Context: an optimization exercise on an open-source flow, tuned for small area. The choices shown serve that exercise and are no tape-out recipe.
Only simulation tests tie the RTL to the original design; equivalence was not proved.
Power and IR drop assume default switching activity.

==> run X <==
// pong
module pong(
  input   logic   CLK_DRV,
  input   logic   FPGA_RESET,
  input   logic   COIN_SW,
  input   logic   SW1A, SW1B,
  input   logic   PAD1_OUT, PAD2_OUT,
  output  logic   PAD_TRG_N,
  output  logic   CSYNC, VIDEO, SCORE,
  output  logic   SOUND
);
==> flow/config.mk <==
export PLATFORM = sky130hd
export DESIGN_NAME = pong
export DESIGN_NICKNAME = pong
export VERILOG_FILES = /design/flow/design.v
export SDC_FILE = /design/flow/constraint.sdc
export NUM_CORES = 4
export LEC_CHECK = 0
export CAP_MARGIN = 20
export CORE_MARGIN = 2
export CORE_UTILIZATION = 40
export SLEW_MARGIN = 20
==> flow/constraint.sdc <==
create_clock -name core_clock -period 20.0 [get_ports {CLK_DRV}]
set_input_delay 4.0000 -clock core_clock [delete_from_list [all_inputs] [get_ports {CLK_DRV}]]
set_output_delay 4.0000 -clock core_clock [all_outputs]
set_load 0.01 [all_outputs]
run.sh (not shown) runs the stock make flow with config.mk's settings and CLKGATE_MAP_FILE= SYNTH_SCRIPT=/design/flow/synth_recipe.tcl, a recipe that flattens the netlist after the stock synthesis.
==> run P: changes against run X <==
--- a/flow/design.v
+++ b/flow/design.v
@@ -1,57 +1,32 @@
-module oneshot_555(
-  input   logic   CLK,     
-  input   logic   FPGA_RESET,  
-  input   logic   TRG_N,   
-  output  logic   OUT      
+module oneshot_555 #(
+  parameter int W = 19,
+  parameter int TAP = 5,
+  parameter logic [W-1:0] SNM1 = 0,
+  parameter int ENDBIT = 0
+) (
+  input   logic   CLK,
+  input   logic   FPGA_RESET,
+  input   logic   DETECT,
+  output  logic   OUT
 );
-  parameter COUNTS = 1000;
-  parameter BIT_WIDTH = $clog2(COUNTS);
-  typedef enum logic [1:0] {
-    IDLE, COUNT, END
-  } state_t;
-  state_t state;
-  logic prev_trg_n;
-  logic detect;
-  always_ff @(posedge CLK) begin
-    prev_trg_n <= TRG_N;
-  end
-  assign detect = prev_trg_n & ~TRG_N;
-  logic [BIT_WIDTH-1 : 0] counter;
-  logic count_end;
+  localparam logic [W-1:0] POL = {(W+1)/2{2'b10}};
+  logic [W-1:0] q, v;
+  logic run;
+  assign v = q ^ POL;
   always_ff @(posedge CLK) begin
+    q <= (run ? {v[W-2:0], ~(v[W-1] ^ v[TAP])} : '0) ^ POL;
     if (FPGA_RESET)
-      counter <= '0;
-    else if (state == IDLE | state == END)
-      counter <= '0;
-    else if (state == COUNT)
-      counter <= counter + 'd1;
-  end
-  assign count_end = (counter == COUNTS - 1);
-  state_t next_state;
-  always_ff @(posedge CLK) begin
-    if (FPGA_RESET) state <= IDLE;
-    else state <= next_state;
-  end
-  always_comb begin
-    case (state)
-      IDLE:     if (detect) next_state = COUNT;
-                else next_state = IDLE;
-      COUNT:    if (count_end) next_state = END;
-                else next_state = COUNT;
-      END:      next_state = IDLE;
-      default:  next_state = IDLE;
-    endcase
-  end
-  always_comb begin
-    if (state == COUNT)
-      OUT = 1'b1;
+      run <= 1'b0;
+    else if (run)
+      run <= (v != SNM1);
     else
-      OUT = 1'b0;
+      run <= DETECT & ~v[ENDBIT];
   end
+  assign OUT = run;
 endmodule
 module pong(
   input   logic   CLK_DRV,
   input   logic   FPGA_RESET,
   input   logic   COIN_SW,
   input   logic   SW1A, SW1B,
   input   logic   PAD1_OUT, PAD2_OUT,
@@ -293,49 +268,56 @@
   assign SCORE = (fe & ~V[4] & sf) | (fe & V[4] & se) | (bc & ~V[4] & sb_) | (bc & V[4] & sc2)
                | (ga & ~V[4] & sa_) | (gd & ~V[4] & sg) | (gd & V[4] & sd_);
   logic b2a;
   assign b2a = (s1[0] & (SW1A ? s1[2] : 1'b1) & s1e) | (s2[0] & (SW1B ? s2[2] : 1'b1) & s2e);
   logic f3a;
   assign f3a = ~SERVE_N ? 1'b0 : (~VBLANK & b5b_p & ~vbn_p) ? vvid_p : f3a_p;
   assign c2a_q = HIT ? 1'b0 : (a3rco & ~(hit_p | a3rco_p)) ? 1'b1 : c2a_p;
-  oneshot_555 #(.COUNTS(54142)) sound_os(
-    .CLK(CLK_DRV), .FPGA_RESET, .TRG_N(MISS_N), .OUT(SC));
+  oneshot_555 #(.W(16), .TAP(6), .SNM1(16'd41679), .ENDBIT(0)) sound_os(
+    .CLK(CLK_DRV), .FPGA_RESET, .DETECT(missn_p & ~MISS_N), .OUT(SC));
   assign SOUND = ~(ATTRACT_N & ~((~a3[1] | ~f3a) & ~(HIT_SOUND & a3[0]) & ~(V[5] & SC)));
-  oneshot_555 #(.COUNTS(381698)) serve_os(
-    .CLK(CLK_DRV), .FPGA_RESET, .TRG_N(~COIN_SW & MISS_N), .OUT(F4_OUT));
+  oneshot_555 #(.W(19), .TAP(5), .SNM1(19'd232822), .ENDBIT(2)) serve_os(
+    .CLK(CLK_DRV), .FPGA_RESET, .DETECT(~coin_p & missn_p & ~(~COIN_SW & MISS_N)), .OUT(F4_OUT));
   assign e5a = ATTRACT_N & ~F4_OUT;
   assign SERVE_N = ~e5a ? 1'b0 : (PAD1 & ~b5bcq) ? 1'b1 : b5b_p;
   assign SERVE = ~SERVE_N;
   assign PAD_TRG_N = ~V[8];
   assign CSYNC = ~(HSYNC_N ^ VSYNC_N);
   assign VIDEO = (g1b | NET | PAD1 | PAD2) & HBLANK_N & VBLANK_N;
   always_ff @(posedge CLK_DRV) begin
     if (rst) begin
-      c <= 1'b0; h_p <= '0; hrn_p <= 1'b0; v_p <= '0; vrn_p <= 1'b0;
-      hbn_p <= 1'b0; hs_p <= 1'b0; vbn_p <= 1'b0;
-      p1_p <= '0; p2_p <= '0; h3a_p <= 1'b0;
+      c <= 1'b0; hrn_p <= 1'b0; vrn_p <= 1'b0; hs_p <= 1'b0;
+      p1_p <= '0; p2_p <= '0;
       s1_p <= '0; s2_p <= '0; s1e_p <= 1'b0; s2e_p <= 1'b0;
-      f1_p <= '0; h2a_p <= 1'b0; h2b_p <= 1'b0; h3b_p <= 1'b0;
+      f1_p <= '0; h2a_p <= 1'b0; h3b_p <= 1'b0;
       g7_p <= '0; h7_p <= '0; g6b_p <= 1'b0;
-      a5_p <= '0; a2a_p <= 1'b0; b3_p <= '0; a3_p <= '0;
-      f3a_p <= 1'b0; c2a_p <= 1'b0; q1c <= 1'b1; b5b_p <= 1'b0;
+      a2a_p <= 1'b0; b3_p <= '0; a3_p <= '0;
+      c2a_p <= 1'b0; q1c <= 1'b1;
     end else begin
-      c <= ~c; h_p <= H; hrn_p <= hrn; v_p <= V; vrn_p <= vrn;
-      hbn_p <= hbdn; hs_p <= hs_q; vbn_p <= VBLANK_N;
-      p1_p <= p1; p2_p <= p2; h3a_p <= h3a_q;
+      c <= ~c; hrn_p <= hrn; vrn_p <= vrn; hs_p <= hs_q;
+      p1_p <= p1; p2_p <= p2;
       s1_p <= s1; s2_p <= s2; s1e_p <= s1e; s2e_p <= s2e;
-      f1_p <= f1; h2a_p <= h2a; h2b_p <= h2b; h3b_p <= h3b;
+      f1_p <= f1; h2a_p <= h2a; h3b_p <= h3b;
       g7_p <= g7; h7_p <= h7; g6b_p <= g6b;
-      a5_p <= a5; a2a_p <= a2a; b3_p <= b3; a3_p <= a3;
-      f3a_p <= f3a; c2a_p <= c2a_q; b5b_p <= SERVE_N;
+      a2a_p <= a2a; b3_p <= b3; a3_p <= a3;
+      c2a_p <= c2a_q;
       if (stop_g) q1c <= 1'b1;
       else if (COIN_SW) q1c <= 1'b0;
     end
   end
   always_ff @(posedge CLK_DRV) begin
+    h_p     <= H;
+    v_p     <= V;
+    hbn_p   <= hbdn;
+    vbn_p   <= VBLANK_N;
+    h3a_p   <= h3a_q;
+    h2b_p   <= h2b;
+    a5_p    <= a5;
+    f3a_p   <= f3a;
+    b5b_p   <= SERVE_N;
     hbn_pp  <= hbn_p;
     p1in_p  <= PAD1_OUT;
     p2in_p  <= PAD2_OUT;
     stop_g  <= b2a;
     f1cq    <= ~RST_SPEED & e1d_q;
     h3bcq   <= ~hit2_n | ~hit1_n | d1a;
     b5bcq   <= ~e5a | PAD1;
==> flow/flow/run.sh (new file) <==
#!/bin/bash
# Standard layout with four changes: the combinational logic is re-mapped for
# area before global placement (flow/restructure.tcl), combinational cells
# are sized down to their smallest drive after placement (flow/downsize.tcl),
# the clock tree is built of clkbuf_4 without dummy loads, and the port
# buffers are buf_1.
set -euo pipefail
export PRE_GLOBAL_PLACE_TCL="$PWD/flow/restructure.tcl"
export POST_RESIZE_TCL="$PWD/flow/downsize.tcl"
export CTS_ARGS="-sink_clustering_enable -repair_clock_nets -buf_list sky130_fd_sc_hd__clkbuf_4 -sink_clustering_size 30 -sink_clustering_max_diameter 100 -dont_use_dummy_load"
export BUFFER_PORTS_ARGS="-buffer_cell sky130_fd_sc_hd__buf_1"
bash standard.sh > standard.log 2>&1
==> flow/flow/downsize.tcl (new file) <==
# Hook run after the placement resizer (POST_RESIZE_TCL). The clock period
# leaves a lot of setup slack, so every combinational cell that synthesis
# mapped at a drive strength above the smallest is swapped for the smallest
# cell of the same function, then slew and capacitance are repaired again
# and timing is recovered where needed.
set n 0
foreach inst [get_cells *] {
  set master [get_property $inst ref_name]
  if { ![regexp {^(sky130_fd_sc_hd__[a-z0-9]+)_([0-9]+)$} $master -> base drive] } { continue }
  if { [regexp {df|dl|clk|tap|fill|decap|conb|diode} $base] } { continue }
  if { $drive <= 1 } { continue }
  foreach d {0 1} {
    if { $d >= $drive } { break }
    set cand [get_lib_cells -quiet */${base}_$d]
    if { [llength $cand] == 0 } { continue }
    if { [lsearch -exact $::env(DONT_USE_CELLS) ${base}_$d] >= 0 } { continue }
    replace_cell $inst [lindex $cand 0]
    incr n
    break
  }
}
puts "downsize: replaced $n cells"
log_cmd estimate_parasitics -placement
log_cmd repair_design -cap_margin 20 -slew_margin 20
log_cmd repair_timing -setup -setup_margin 0
report_design_area
==> flow/flow/restructure.tcl (new file) <==
# Hook run at the start of global placement, before the ports are buffered
# (PRE_GLOBAL_PLACE_TCL): re-map the combinational logic between the
# registers and ports for area with OpenROAD's restructure (ABC). Registers
# are not touched.
set_dont_use $::env(DONT_USE_CELLS)
set rmp_dir $::env(RESULTS_DIR)/rmp
file mkdir $rmp_dir
set tielo [join $::env(TIELO_CELL_AND_PORT) /]
set tiehi [join $::env(TIEHI_CELL_AND_PORT) /]
report_design_area
log_cmd restructure -target area -liberty_file [lindex $::env(LIB_FILES) 0] \
  -tielo_port $tielo -tiehi_port $tiehi -work_dir $rmp_dir -abc_logfile $rmp_dir/abc.log
report_design_area
==> flow/standard.sh (new file) <==
#!/bin/bash
# synth_recipe.tcl (not shown) runs the flow's synth.tcl, then flattens the netlist and writes it again
# the make line also repeats each setting of config.mk as NAME=value (left out here)
make -C /OpenROAD-flow-scripts/flow DESIGN_CONFIG=/design/flow/config.mk WORK_HOME=/design/flow/orfs CLKGATE_MAP_FILE= SYNTH_SCRIPT=/design/flow/synth_recipe.tcl "${@:-finish}"
Settings changed: ABC_AREA set to 1.
removed: flow/run.sh
==> run F: changes against run X <==
--- a/flow/design.v
+++ b/flow/design.v
@@ -1,57 +1,31 @@
-module oneshot_555(
-  input   logic   CLK,     
-  input   logic   FPGA_RESET,  
-  input   logic   TRG_N,   
-  output  logic   OUT      
+module oneshot_555 #(
+  parameter int W = 19,
+  parameter int TAP = 5,
+  parameter logic [W-1:0] S0 = 1,
+  parameter logic [W-1:0] SNM1 = 0,
+  parameter int ENDBIT = 0
+) (
+  input   logic   CLK,
+  input   logic   FPGA_RESET,
+  input   logic   DETECT,
+  output  logic   OUT
 );
-  parameter COUNTS = 1000;
-  parameter BIT_WIDTH = $clog2(COUNTS);
-  typedef enum logic [1:0] {
-    IDLE, COUNT, END
-  } state_t;
-  state_t state;
-  logic prev_trg_n;
-  logic detect;
-  always_ff @(posedge CLK) begin
-    prev_trg_n <= TRG_N;
-  end
-  assign detect = prev_trg_n & ~TRG_N;
-  logic [BIT_WIDTH-1 : 0] counter;
-  logic count_end;
+  logic [W-1:0] lfsr;
+  logic run;
   always_ff @(posedge CLK) begin
+    lfsr <= run ? {lfsr[W-2:0], lfsr[W-1] ^ lfsr[TAP]} : S0;
     if (FPGA_RESET)
-      counter <= '0;
-    else if (state == IDLE | state == END)
-      counter <= '0;
-    else if (state == COUNT)
-      counter <= counter + 'd1;
-  end
-  assign count_end = (counter == COUNTS - 1);
-  state_t next_state;
-  always_ff @(posedge CLK) begin
-    if (FPGA_RESET) state <= IDLE;
-    else state <= next_state;
-  end
-  always_comb begin
-    case (state)
-      IDLE:     if (detect) next_state = COUNT;
-                else next_state = IDLE;
-      COUNT:    if (count_end) next_state = END;
-                else next_state = COUNT;
-      END:      next_state = IDLE;
-      default:  next_state = IDLE;
-    endcase
-  end
-  always_comb begin
-    if (state == COUNT)
-      OUT = 1'b1;
+      run <= 1'b0;
+    else if (run)
+      run <= (lfsr != SNM1);
     else
-      OUT = 1'b0;
+      run <= DETECT & (lfsr[ENDBIT] == S0[ENDBIT]);
   end
+  assign OUT = run;
 endmodule
 module pong(
   input   logic   CLK_DRV,
   input   logic   FPGA_RESET,
   input   logic   COIN_SW,
   input   logic   SW1A, SW1B,
   input   logic   PAD1_OUT, PAD2_OUT,
@@ -293,19 +267,19 @@
   assign SCORE = (fe & ~V[4] & sf) | (fe & V[4] & se) | (bc & ~V[4] & sb_) | (bc & V[4] & sc2)
                | (ga & ~V[4] & sa_) | (gd & ~V[4] & sg) | (gd & V[4] & sd_);
   logic b2a;
   assign b2a = (s1[0] & (SW1A ? s1[2] : 1'b1) & s1e) | (s2[0] & (SW1B ? s2[2] : 1'b1) & s2e);
   logic f3a;
   assign f3a = ~SERVE_N ? 1'b0 : (~VBLANK & b5b_p & ~vbn_p) ? vvid_p : f3a_p;
   assign c2a_q = HIT ? 1'b0 : (a3rco & ~(hit_p | a3rco_p)) ? 1'b1 : c2a_p;
-  oneshot_555 #(.COUNTS(54142)) sound_os(
-    .CLK(CLK_DRV), .FPGA_RESET, .TRG_N(MISS_N), .OUT(SC));
+  oneshot_555 #(.W(16), .TAP(6), .S0(16'd1), .SNM1(16'd59216), .ENDBIT(0)) sound_os(
+    .CLK(CLK_DRV), .FPGA_RESET, .DETECT(missn_p & ~MISS_N), .OUT(SC));
   assign SOUND = ~(ATTRACT_N & ~((~a3[1] | ~f3a) & ~(HIT_SOUND & a3[0]) & ~(V[5] & SC)));
-  oneshot_555 #(.COUNTS(381698)) serve_os(
-    .CLK(CLK_DRV), .FPGA_RESET, .TRG_N(~COIN_SW & MISS_N), .OUT(F4_OUT));
+  oneshot_555 #(.W(19), .TAP(5), .S0(19'd1), .SNM1(19'd300954), .ENDBIT(2)) serve_os(
+    .CLK(CLK_DRV), .FPGA_RESET, .DETECT(~coin_p & missn_p & ~(~COIN_SW & MISS_N)), .OUT(F4_OUT));
   assign e5a = ATTRACT_N & ~F4_OUT;
   assign SERVE_N = ~e5a ? 1'b0 : (PAD1 & ~b5bcq) ? 1'b1 : b5b_p;
   assign SERVE = ~SERVE_N;
   assign PAD_TRG_N = ~V[8];
   assign CSYNC = ~(HSYNC_N ^ VSYNC_N);
   assign VIDEO = (g1b | NET | PAD1 | PAD2) & HBLANK_N & VBLANK_N;
   always_ff @(posedge CLK_DRV) begin
Settings changed: ABC_AREA set to 1.
==> summary of the runs <==
Run X completed without violations. Run P stopped in global placement (3_3_place_gp). Run F completed without violations.
Between run F and run X, the lower clock power is in run X (gap about 2%, measured against run X).
Via count: run F is smaller than run X (12%).
Of run X and run F, run X has the higher combinational power (gap about 10%, measured against run F).
Of run F and run X, run F has the higher register-to-register slack (gap 0.52 ns).
Against run F, the non-clock buffer count of run X is higher by 1.
Power is about the same in run X and run F.
Of run F and run X, run F has the higher sequential share of layout area (gap 2.6 points).
Of run F and run X, run F has the higher worst setup slack (gap 0.68 ns).
In run X the fmax is smaller than in run F, by about 5%.
==> figures <==
Power Combinational: run P -; run X 16.6 uW; run F 15.1 uW
Non-clock inverters: run P -; run X 28; run F 144
Hold-fix buffer count after cts: run P -; run X 0; run F 0
Highest routing layer actually used: run P -; run X met4; run F met4
Met2 capacity usage during global routing: run P -; run X 0.2712; run F 0.2621
Hold depth: run P -; run X 1; run F 0
Number of buffers outside the clock class in the layout: run P -; run X 13; run F 12
Min setup slack post-route: run P -; run X 6.768 ns; run F 7.443 ns
Post-synthesis register bit count: run P 123; run X 126; run F 123
Result of the run: run P aborted with a tool error; run X no timing/DRC/antenna violations; run F no timing/DRC/antenna violations
Stage where the flow stopped: run P global placement (3_3_place_gp); run X -; run F -
Library cell contributing the largest single delay on the critical path: run P -; run X or4_1; run F clkdlybuf4s50_1
Die outline width: run P 123.0 um; run X 133.0 um; run F 125.4 um
Die Footprint: run P -; run X 17,690 um^2; run F 15,710 um^2
Global-route wire length before repair: run P -; run X 25.16 mm; run F 21.50 mm
Worst r2r path cells: run P -; run X 16; run F 31
Switch Pwr: run P -; run X 129.8 uW; run F 122.8 uW
Met1 usage: run P -; run X 0.2367; run F 0.2300
Count of non-filler cells in the finished layout: run P -; run X 1,027; run F 1,021
Post-Route M1 WL: run P -; run X 7.306 mm; run F 6.327 mm

-- separate check: timing with driven ports --
No port has a modelled driver above. Below, the same layouts with a new extraction and two added sets of constraints.
Step 1 (the two cells are an assumption about what drives the block):
set clk [get_ports {CLK_DRV}]
set_driving_cell -lib_cell sky130_fd_sc_hd__clkbuf_16 $clk
set_driving_cell -lib_cell sky130_fd_sc_hd__buf_2 [delete_from_list [all_inputs] $clk]
Step 2 also shifts input and output timing later by t, the mid clock arrival at the registers, as if the neighbouring blocks saw the same clock.
Three values: no drivers, after step 1, after step 2; two values: the first two.
| run | shift t [ns] | slack for setup (ns) | latest minus earliest clock arrival (ns) | worst slew at a driven data input, ns | pins driven straight from the clock port |
|---|---|---|---|---|---|
| run X | 0.453 | 6.767 / 6.744 / 6.744 | 0.007 / 0.007 | 0.03 | 1 |
| run F | 0.461 | 7.443 / 7.422 / 7.422 | 0.007 / 0.008 | 0.03 | 1 |
After both steps setup and hold are still met in every run listed. For run X, which loses most, drivers alone change the setup slack by -0.023 ns; drivers and shift together by -0.023 ns.
